This is an optimization exercise on Yosys and OpenROAD, whose aim is small area and a short achievable clock period, not a production implementation. The RTL was checked by simulation tests, not by an equivalence proof against the original design.

==> job 7345 <==
Design risc_core, start of the top module:
module risc_core(
    input clk,
    input rst,
    output [15:0] imem_addr,
    input  [15:0] imem_data,
    output [15:0] dmem_addr,
    output [15:0] dmem_wdata,
    output dmem_we,
    output dmem_re,
    output io_we,
    input  [15:0] dmem_rdata,
    input  mem_ready
    );
clock: 12.0 ns
lec_check: 0
cap_margin: 20
core_margin: 2
core_utilization: 40
slew_margin: 20
synth_hierarchical: 1
standard.sh (not shown) runs the stock make flow with config.mk's settings and CLKGATE_MAP_FILE= SYNTH_SCRIPT=/design/flow/synth_recipe.tcl, a recipe that flattens the netlist after the stock synthesis.
==> flow/flow/run.sh <==
#!/bin/bash
# The standard layout (the standard.sh: ORFS synthesis, floorplan, place,
# CTS, route, finish) with one change: timing repair aims for a setup slack
# margin beyond the design's 12 ns period, so that the layout is repaired
# towards a shorter achieved period. Constraints and the clock are unchanged.
set -euo pipefail
MARGIN=${MARGIN:-7.5}
bash standard.sh SETUP_SLACK_MARGIN=$MARGIN finish > flow_standard.log 2>&1 || { tail -50 flow_standard.log; exit 1; }
tail -5 flow_standard.log
==> job 601 (differences from job 7345) <==
--- a/flow/design.v
+++ b/flow/design.v
@@ -7,73 +7,65 @@
 wire pp0_2; m_bsel u_pp0_2(one0_0, two0_0, neg0, a[2], a[1], pp0_2);
 wire pp0_3; m_bsel u_pp0_3(one0_0, two0_0, neg0, a[3], a[2], pp0_3);
 wire pp0_4; m_bsel u_pp0_4(one0_0, two0_0, neg0, a[4], a[3], pp0_4);
 wire pp0_5; m_bsel u_pp0_5(one0_0, two0_0, neg0, a[5], a[4], pp0_5);
 wire pp0_6; m_bsel u_pp0_6(one0_0, two0_0, neg0, a[6], a[5], pp0_6);
 wire pp0_7; m_bsel u_pp0_7(one0_0, two0_0, neg0, a[7], a[6], pp0_7);
-wire one0_1, two0_1;
-m_benc u_enc0_1(b[1], b[0], 1'b0, one0_1, two0_1);
-wire pp0_8; m_bsel u_pp0_8(one0_1, two0_1, neg0, a[8], a[7], pp0_8);
-wire pp0_9; m_bsel u_pp0_9(one0_1, two0_1, neg0, a[9], a[8], pp0_9);
-wire pp0_10; m_bsel u_pp0_10(one0_1, two0_1, neg0, a[10], a[9], pp0_10);
-wire pp0_11; m_bsel u_pp0_11(one0_1, two0_1, neg0, a[11], a[10], pp0_11);
-wire pp0_12; m_bsel u_pp0_12(one0_1, two0_1, neg0, a[12], a[11], pp0_12);
-wire pp0_13; m_bsel u_pp0_13(one0_1, two0_1, neg0, a[13], a[12], pp0_13);
-wire pp0_14; m_bsel u_pp0_14(one0_1, two0_1, neg0, a[14], a[13], pp0_14);
-wire pp0_15; m_bsel u_pp0_15(one0_1, two0_1, neg0, a[15], a[14], pp0_15);
+wire pp0_8; m_bsel u_pp0_8(one0_0, two0_0, neg0, a[8], a[7], pp0_8);
+wire pp0_9; m_bsel u_pp0_9(one0_0, two0_0, neg0, a[9], a[8], pp0_9);
+wire pp0_10; m_bsel u_pp0_10(one0_0, two0_0, neg0, a[10], a[9], pp0_10);
+wire pp0_11; m_bsel u_pp0_11(one0_0, two0_0, neg0, a[11], a[10], pp0_11);
+wire pp0_12; m_bsel u_pp0_12(one0_0, two0_0, neg0, a[12], a[11], pp0_12);
+wire pp0_13; m_bsel u_pp0_13(one0_0, two0_0, neg0, a[13], a[12], pp0_13);
+wire pp0_14; m_bsel u_pp0_14(one0_0, two0_0, neg0, a[14], a[13], pp0_14);
+wire pp0_15; m_bsel u_pp0_15(one0_0, two0_0, neg0, a[15], a[14], pp0_15);
 wire neg1 = b[3];
 wire one1_0, two1_0;
 m_benc u_enc1_0(b[3], b[2], b[1], one1_0, two1_0);
 wire pp1_0; m_bsel0 u_pp1_0(one1_0, neg1, a[0], pp1_0);
 wire pp1_1; m_bsel u_pp1_1(one1_0, two1_0, neg1, a[1], a[0], pp1_1);
 wire pp1_2; m_bsel u_pp1_2(one1_0, two1_0, neg1, a[2], a[1], pp1_2);
 wire pp1_3; m_bsel u_pp1_3(one1_0, two1_0, neg1, a[3], a[2], pp1_3);
 wire pp1_4; m_bsel u_pp1_4(one1_0, two1_0, neg1, a[4], a[3], pp1_4);
 wire pp1_5; m_bsel u_pp1_5(one1_0, two1_0, neg1, a[5], a[4], pp1_5);
 wire pp1_6; m_bsel u_pp1_6(one1_0, two1_0, neg1, a[6], a[5], pp1_6);
 wire pp1_7; m_bsel u_pp1_7(one1_0, two1_0, neg1, a[7], a[6], pp1_7);
-wire one1_1, two1_1;
-m_benc u_enc1_1(b[3], b[2], b[1], one1_1, two1_1);
-wire pp1_8; m_bsel u_pp1_8(one1_1, two1_1, neg1, a[8], a[7], pp1_8);
-wire pp1_9; m_bsel u_pp1_9(one1_1, two1_1, neg1, a[9], a[8], pp1_9);
-wire pp1_10; m_bsel u_pp1_10(one1_1, two1_1, neg1, a[10], a[9], pp1_10);
-wire pp1_11; m_bsel u_pp1_11(one1_1, two1_1, neg1, a[11], a[10], pp1_11);
-wire pp1_12; m_bsel u_pp1_12(one1_1, two1_1, neg1, a[12], a[11], pp1_12);
-wire pp1_13; m_bsel u_pp1_13(one1_1, two1_1, neg1, a[13], a[12], pp1_13);
+wire pp1_8; m_bsel u_pp1_8(one1_0, two1_0, neg1, a[8], a[7], pp1_8);
+wire pp1_9; m_bsel u_pp1_9(one1_0, two1_0, neg1, a[9], a[8], pp1_9);
+wire pp1_10; m_bsel u_pp1_10(one1_0, two1_0, neg1, a[10], a[9], pp1_10);
+wire pp1_11; m_bsel u_pp1_11(one1_0, two1_0, neg1, a[11], a[10], pp1_11);
+wire pp1_12; m_bsel u_pp1_12(one1_0, two1_0, neg1, a[12], a[11], pp1_12);
+wire pp1_13; m_bsel u_pp1_13(one1_0, two1_0, neg1, a[13], a[12], pp1_13);
 wire neg2 = b[5];
 wire one2_0, two2_0;
 m_benc u_enc2_0(b[5], b[4], b[3], one2_0, two2_0);
 wire pp2_0; m_bsel0 u_pp2_0(one2_0, neg2, a[0], pp2_0);
 wire pp2_1; m_bsel u_pp2_1(one2_0, two2_0, neg2, a[1], a[0], pp2_1);
 wire pp2_2; m_bsel u_pp2_2(one2_0, two2_0, neg2, a[2], a[1], pp2_2);
 wire pp2_3; m_bsel u_pp2_3(one2_0, two2_0, neg2, a[3], a[2], pp2_3);
 wire pp2_4; m_bsel u_pp2_4(one2_0, two2_0, neg2, a[4], a[3], pp2_4);
 wire pp2_5; m_bsel u_pp2_5(one2_0, two2_0, neg2, a[5], a[4], pp2_5);
 wire pp2_6; m_bsel u_pp2_6(one2_0, two2_0, neg2, a[6], a[5], pp2_6);
 wire pp2_7; m_bsel u_pp2_7(one2_0, two2_0, neg2, a[7], a[6], pp2_7);
-wire one2_1, two2_1;
-m_benc u_enc2_1(b[5], b[4], b[3], one2_1, two2_1);
-wire pp2_8; m_bsel u_pp2_8(one2_1, two2_1, neg2, a[8], a[7], pp2_8);
-wire pp2_9; m_bsel u_pp2_9(one2_1, two2_1, neg2, a[9], a[8], pp2_9);
-wire pp2_10; m_bsel u_pp2_10(one2_1, two2_1, neg2, a[10], a[9], pp2_10);
-wire pp2_11; m_bsel u_pp2_11(one2_1, two2_1, neg2, a[11], a[10], pp2_11);
+wire pp2_8; m_bsel u_pp2_8(one2_0, two2_0, neg2, a[8], a[7], pp2_8);
+wire pp2_9; m_bsel u_pp2_9(one2_0, two2_0, neg2, a[9], a[8], pp2_9);
+wire pp2_10; m_bsel u_pp2_10(one2_0, two2_0, neg2, a[10], a[9], pp2_10);
+wire pp2_11; m_bsel u_pp2_11(one2_0, two2_0, neg2, a[11], a[10], pp2_11);
 wire neg3 = b[7];
 wire one3_0, two3_0;
 m_benc u_enc3_0(b[7], b[6], b[5], one3_0, two3_0);
 wire pp3_0; m_bsel0 u_pp3_0(one3_0, neg3, a[0], pp3_0);
 wire pp3_1; m_bsel u_pp3_1(one3_0, two3_0, neg3, a[1], a[0], pp3_1);
 wire pp3_2; m_bsel u_pp3_2(one3_0, two3_0, neg3, a[2], a[1], pp3_2);
 wire pp3_3; m_bsel u_pp3_3(one3_0, two3_0, neg3, a[3], a[2], pp3_3);
 wire pp3_4; m_bsel u_pp3_4(one3_0, two3_0, neg3, a[4], a[3], pp3_4);
 wire pp3_5; m_bsel u_pp3_5(one3_0, two3_0, neg3, a[5], a[4], pp3_5);
 wire pp3_6; m_bsel u_pp3_6(one3_0, two3_0, neg3, a[6], a[5], pp3_6);
 wire pp3_7; m_bsel u_pp3_7(one3_0, two3_0, neg3, a[7], a[6], pp3_7);
-wire one3_1, two3_1;
-m_benc u_enc3_1(b[7], b[6], b[5], one3_1, two3_1);
-wire pp3_8; m_bsel u_pp3_8(one3_1, two3_1, neg3, a[8], a[7], pp3_8);
-wire pp3_9; m_bsel u_pp3_9(one3_1, two3_1, neg3, a[9], a[8], pp3_9);
+wire pp3_8; m_bsel u_pp3_8(one3_0, two3_0, neg3, a[8], a[7], pp3_8);
+wire pp3_9; m_bsel u_pp3_9(one3_0, two3_0, neg3, a[9], a[8], pp3_9);
 wire neg4 = b[9];
 wire one4_0, two4_0;
 m_benc u_enc4_0(b[9], b[8], b[7], one4_0, two4_0);
 wire pp4_0; m_bsel0 u_pp4_0(one4_0, neg4, a[0], pp4_0);
 wire pp4_1; m_bsel u_pp4_1(one4_0, two4_0, neg4, a[1], a[0], pp4_1);
 wire pp4_2; m_bsel u_pp4_2(one4_0, two4_0, neg4, a[2], a[1], pp4_2);
@@ -305,12 +297,29 @@
 module m_ao21(input a, input sa, input b, output y);
 assign y = (a & sa) | b;
 endmodule
 module m_ao22(input a, input sa, input b, input sb, output y);
 assign y = (a & sa) | (b & sb);
 endmodule
+module ldsel3(
+    input  [15:0] a,
+    input  [15:0] b,
+    input  [15:0] hold,
+    input         ga,
+    input         gb,
+    input         hd,
+    output [15:0] q
+    );
+genvar j;
+generate for (j = 0; j < 16; j = j + 1) begin : g_bit
+    m_ao222 u_q(a[j], ga, b[j], gb, hold[j], hd, q[j]);
+end endgenerate
+endmodule
+module m_ao222(input a, input sa, input b, input sb, input c, input sc, output y);
+assign y = (a & sa) | (b & sb) | (c & sc);
+endmodule
 module gohd(input mr, input rst, input keep, input en, output go, output hd);
 assign go = ~rst & keep & en & mr;
 assign hd = ~rst & keep & ~(en & mr);
 endmodule
 module rfen(input mr, input rst, input sel, output we);
 assign we = rst | (sel & mr);
@@ -401,15 +410,17 @@
     2'b00: bp_n = alu_z ? 2'b11 : 2'b00;
     2'b11: bp_n = alu_z ? 2'b01 : (nz ? 2'b00 : 2'b11);
     2'b01: bp_n = alu_z ? 2'b10 : (nz ? 2'b11 : 2'b01);
     default: bp_n = alu_z ? 2'b10 : (nz ? 2'b01 : 2'b10);
 endcase
 wire [15:0] off = op_j ? {{4{ir[11]}}, ir[11:0]} : {{8{ir[7]}}, ir[7:0]};
+wire [8:0]  imm_m2 = {e_imm[7], e_imm} - 9'd2;
 wire [15:0] k_dec = pc_src ? off : 16'd1;
-wire [15:0] k_exe = b_taken ? ~e_simm : e_simm - 16'd2;
-wire [15:0] pc_in = pc + (flush_t ? k_exe : k_dec);
+wire [15:0] k_exe = b_taken ? ~e_simm : {{7{imm_m2[8]}}, imm_m2};
+wire [15:0] pc_a = pc + k_dec;
+wire [15:0] pc_b = pc + k_exe;
 wire fe1 = (d_rr1 == e_wr) & ce_rfwe;
 wire fm1 = ~fe1 & (d_rr1 == m_wr) & cm_rfwe;
 wire fr1 = ~fe1 & ~fm1;
 wire fe2 = (d_rr2 == e_wr) & ~cd_forget & ce_rfwe;
 wire fm2 = ~fe2 & (d_rr2 == m_wr) & ~cd_forget & cm_rfwe;
 wire fr2 = ~fe2 & ~fm2;
@@ -440,16 +451,18 @@
 gohd g_mp(.mr(mr), .rst(rst), .keep(is_mul), .en(sd), .go(m_gp), .hd());
 gohd g_my(.mr(mr), .rst(rst), .keep(~is_mul), .en(sd), .go(m_gy), .hd());
 wire [15:0] y_d;
 ysel ys(.prod(prod), .yo(yo), .hold(m_y), .s_prod(m_gp), .s_yo(m_gy), .s_hold(m_hd), .q(y_d));
 wire [19:0] m_d;
 ldsel #(20) ms(.d({e_op2, e_wr}), .hold({m_op2, m_wr}), .go(m_go), .hd(m_hd), .q(m_d));
-wire pc_go, pc_hd;
-gohd g_pc(.mr(mr), .rst(rst), .keep(1'b1), .en(stall_ld & sd), .go(pc_go), .hd(pc_hd));
+wire pc_ga, pc_gb, pc_hd;
+gohd g_pa(.mr(mr), .rst(rst), .keep(~flush_t), .en(stall_ld & sd), .go(pc_ga), .hd());
+gohd g_pb(.mr(mr), .rst(rst), .keep(flush_t), .en(stall_ld & sd), .go(pc_gb), .hd());
+gohd g_ph(.mr(mr), .rst(rst), .keep(1'b1), .en(stall_ld & sd), .go(), .hd(pc_hd));
 wire [15:0] pc_d;
-ldsel #(16) pcs(.d(pc_in), .hold(pc), .go(pc_go), .hd(pc_hd), .q(pc_d));
+ldsel3 pcs(.a(pc_a), .b(pc_b), .hold(pc), .ga(pc_ga), .gb(pc_gb), .hd(pc_hd), .q(pc_d));
 wire ir_go, ir_hd, d_go, d_hd;
 gohd g_ir(.mr(mr), .rst(rst), .keep(~flush_t & ~pc_src), .en(stall_ld), .go(ir_go), .hd(ir_hd));
 gohd g_d (.mr(mr), .rst(rst), .keep(~flush_t), .en(stall_ld), .go(d_go), .hd(d_hd));
 wire [15:0] ir_d;
 ldsel #(16) irs(.d(imem_data), .hold(ir), .go(ir_go), .hd(ir_hd), .q(ir_d));
 wire [19:0] d_d;
==> flow/flow/run.sh (replaced) <==
#!/bin/bash
# The standard layout (the standard.sh: ORFS synthesis, floorplan, place,
# CTS, route, finish) with two changes to how the layout is made:
#  - timing repair aims for a setup slack margin beyond the design's 12 ns
#    period, so that the layout is repaired towards a shorter achieved period;
#  - the port buffers are buf_2 cells instead of ORFS's default pick.
# Constraints and the clock are unchanged.
set -euo pipefail
MARGIN=${MARGIN:-8}
bash standard.sh SETUP_SLACK_MARGIN=$MARGIN \
    "BUFFER_PORTS_ARGS=-buffer_cell sky130_fd_sc_hd__buf_2" finish \
    > flow_standard.log 2>&1 || { tail -50 flow_standard.log; exit 1; }
tail -5 flow_standard.log
==> results.sh <==
export IMPL_internal_power_w=0.002575
export IMPL_p_per_area_nw_per_um2=126.3
export IMPL_max_slew_margin_pct=28.50
export IMPL_r2r_end="e_op2[15]"
export IMPL_p_seq_share_pct=40.2
export IMPL_nWellTaps=782
export IMPL_m1WireLength_um=35380
export IMPL_buffer_area_share_pct=5.836
export IMPL_status="no timing/DRC/antenna violations"
the above is filed under job 601

==> results.sh <==
export IMPL_p_seq_share_pct=40.5
export IMPL_nWellTaps=773
export IMPL_p_per_area_nw_per_um2=127.0
export IMPL_internal_power_w=0.002550
export IMPL_m1WireLength_um=34580
export IMPL_status="no timing/DRC/antenna violations"
the above is filed under job 7345

port drivers added, routing unchanged:
How much do the figures lean on ideal ports? The routed layouts below were timed once more, with nothing changed but the port constraints.
Step 1 (the two cells are an assumption about what drives the block):
set clk [get_ports {clk}]
set_driving_cell -lib_cell sky130_fd_sc_hd__clkbuf_16 $clk
set_driving_cell -lib_cell sky130_fd_sc_hd__buf_2 [delete_from_list [all_inputs] $clk]
Step 2 adds t to the input delays and takes it off the output delays; t is the mean of the earliest and latest rising clock arrival at the registers after step 1. Input paths then give back, and output paths get back, about the clock's delay inside the block.
Slacks: ideal / step 1 / step 2; pairs: ideal / step 1.
| run | shift t [ns] | slack for setup (ns) | worst register clock-pin slew, ns | worst slew at a driven data input, ns |
|---|---|---|---|---|
| job 7345 | 0.632 | 7.356 / 7.356 / 7.039 | 0.07 / 0.07 | 0.05 |
| job 601 | 0.641 | 7.487 / 7.487 / 7.487 | 0.07 / 0.07 | 0.04 |
After both steps setup and hold are still met in every run listed. For job 7345, which loses most, drivers alone change the setup slack by 0.000 ns; drivers and shift together by -0.317 ns.
